Source: an optimization exercise on an open RTL-to-GDS flow (aim: small area, a short achievable clock period and few clock cycles). Production flows keep margins and buffers that such runs may drop.
In this exercise RTL edits were held to simulation tests only and were not proved equivalent to the original.

== red ==
// uriscv_core
module uriscv_core #(
    parameter   SUPPORT_BRAM_REGFILE = 1,
    parameter   RST_VECTOR           = 32'h00000000
) (
    input           clk,
    input           rst_n,
    input           intr_i,
    output          mem_i_rd_o,
    output  [31:0]  mem_i_pc_o,
    input   [31:0]  mem_i_inst_i,
    input           mem_i_accept_i,
    input           mem_i_valid_i,
    output          mem_d_rd_o,
    output  [3:0]   mem_d_wr_o,
    output  [31:0]  mem_d_addr_o,
    input   [31:0]  mem_d_data_rd_i,
    output  [31:0]  mem_d_data_wr_o,
    input           mem_d_accept_i,
    input           mem_d_ack_i
);
Settings: LEC_CHECK=0, CAP_MARGIN=40, CORE_MARGIN=2, CORE_UTILIZATION=30, CTS_BUF_LIST=sky130_fd_sc_hd__clkbuf_4 sky130_fd_sc_hd__clkbuf_8, SETUP_SLACK_MARGIN=4.5, SLEW_MARGIN=20; clock period 10.0 ns.
run.sh (not shown) runs the stock make flow with config.mk's settings and CLKGATE_MAP_FILE= SYNTH_SCRIPT=/design/flow/synth_recipe.tcl, a recipe that flattens the netlist after the stock synthesis.
Testbench counts of red, summed over its fixed seeds: cycles 91,527.
[inputs] blue vs red
- removing CTS_BUF_LIST (formerly sky130_fd_sc_hd__clkbuf_4 sky130_fd_sc_hd__clkbuf_8)
- changing CORE_UTILIZATION from 30 to 40
--- outcome ---
For detailed-route wire length per cell, dividing the value from blue by the value from red gives 1.12. Compared with red, in blue critical path depth in cells decreased by 11% relative to the old numbers; final-layout clock-cell area share now larger. Of the two values seen for launch point of the critical path, u_muldiv.cnt_q[1] was produced by blue and u_muldiv.cnt_q[0] by red. Net count of the finished layout (higher): red.
#### Input delta (green over blue)
- SETUP_SLACK_MARGIN: 4.5 -> 4.25
- CORE_UTILIZATION: 40 -> 30
- CTS_BUF_LIST: unset -> sky130_fd_sc_hd__clkbuf_4 sky130_fd_sc_hd__clkbuf_8
## What came out
The layout-stage area growth over the synthesis result of blue and that of green are within noise of each other. Comparing blue with green, the inverter count of the layout excluding clock inverters came out essentially unchanged. blue has higher final-layout non-clock buffer area share than green. Against blue, final routed wirelength across all metal layers in green came out better. Going from blue to green, worst-case setup margin in the final layout went down. [compare] base=blue new=green: first-pass GRT wire length decreased by 15000 µm relative to the old numbers, total routing resource utilization after global routing fell by 10 points. Per the comparison of green with blue, footprint of the multi-input gates -about 1.3%; count of H-tree levels built during CTS +1; largest driver fanout on the critical path -1.
Modified inputs, orange compared to green
- SETUP_SLACK_MARGIN now 4.5, was 4.25
- CTS_BUF_LIST no longer set, was sky130_fd_sc_hd__clkbuf_4 sky130_fd_sc_hd__clkbuf_8
[summary]
- orange finished every stage and its layout cleared the timing, design-rule and antenna checks.
- As of orange, wire length after detailed routing had fallen slightly compared to green.
- Re final HPWL from detailed placement: green and orange aren't equal, and the higher value belongs to green.
- Compare green and orange | final area higher: orange
- From green to orange the numbers moved as follows: total of plain and repair buffers excluding clock buffers now larger; number of gates given a new drive strength after cts now larger; netlist area before placement comparable.
- When orange is measured against green, its number of global-route vias before repair turns out about 1.2% lower.


Another version of the RTL of uriscv_core (not shown whole).
For scale: ~120000 sq um of cells after synthesis.
Settings: LEC_CHECK=0, CAP_MARGIN=40, CORE_MARGIN=2, CORE_UTILIZATION=30, CTS_BUF_LIST=sky130_fd_sc_hd__clkbuf_4 sky130_fd_sc_hd__clkbuf_8, SETUP_SLACK_MARGIN=4.5, SLEW_MARGIN=20; clock period 10.0 ns.
Testbench counts at the start, summed over its fixed seeds: cycles 89,848.
Rerun with:
- CAP_MARGIN: 40 -> 30
- CTS_BUF_LIST: sky130_fd_sc_hd__clkbuf_4 sky130_fd_sc_hd__clkbuf_8 -> not set
- SETUP_SLACK_MARGIN: 4.5 -> 5
After rerunning: Global-route usage goes up by 0.45 points. Final cell count goes up slightly. Count of clock-buffer cells in the layout goes down by 179. Worst setup slack gets worse by 0.15 ns. Cell area goes up by a few percent. Die area does not change.
Rerun with:
- CTS_BUF_LIST: not set -> sky130_fd_sc_hd__clkbuf_4 sky130_fd_sc_hd__clkbuf_8
- SETUP_SLACK_MARGIN: 5 -> 4.5
Flip-flop and latch count stays the same.
First-iteration DRC count went down by 5.5%.
Clock-buffer cell count went up by 193.
Worst setup slack improved by 0.23 ns.
Design area went down by 4.6%.
Die area stays the same.
Routed wire length went down by 3.0%.
Core utilization went down by 1.7 points.
Cell count went down by 0.78%.
Rerun with:
- CTS_BUF_LIST: sky130_fd_sc_hd__clkbuf_4 sky130_fd_sc_hd__clkbuf_8 -> not set
Sequential cell count is unchanged.
Core utilization stays flat.
Critical path depth increases by 6.
Final area stays flat.
Routed wire length barely changes.
Synthesized area does not change.
Worst hold slack stays flat.
Worst setup slack gets worse by 0.14 ns.
Global-route usage stays flat.
Clock-buffer cell count fell by 193.

-- what the ideal ports hide --
The flow's constraints put no driver on any port. The routed layouts listed below were extracted and timed again, unchanged, in two steps. Step 1 sets driving cells, clkbuf_16 on the clock port and buf_2 on the other inputs (assumed; they add their load-dependent delay and slew). Step 2 also shifts input and output timing later by t, the mid clock arrival at the registers, as if the neighbouring blocks saw the same clock. Three values: ideal, step 1, step 2; two values: the first two.
run | t, ns | setup slack, ns | slew at the worst register clock pin (ns)
red | 1.188 | 3.765 / 3.765 / 3.397 | 0.07 / 0.07
blue | 0.980 | 3.638 / 3.638 / 3.538 | 0.07 / 0.07
green | 1.179 | 3.608 / 3.608 / 3.165 | 0.08 / 0.08
orange | 0.997 | 3.765 / 3.765 / 3.653 | 0.08 / 0.08
the first run of note 2 | 1.160 | 3.958 / 3.958 / 3.380 | 0.08 / 0.08
the second run of note 2 | 1.022 | 3.809 / 3.809 / 3.809 | 0.07 / 0.07
the third run of note 2 | 1.147 | 4.040 / 4.040 / 3.400 | 0.08 / 0.08
the fourth run of note 2 | 1.008 | 3.905 / 3.905 / 3.579 | 0.08 / 0.08
After both steps every run listed still meets setup and hold. The setup slack of the third run of note 2, which loses most, moves by 0.000 ns with the drivers and by -0.640 ns with both steps.
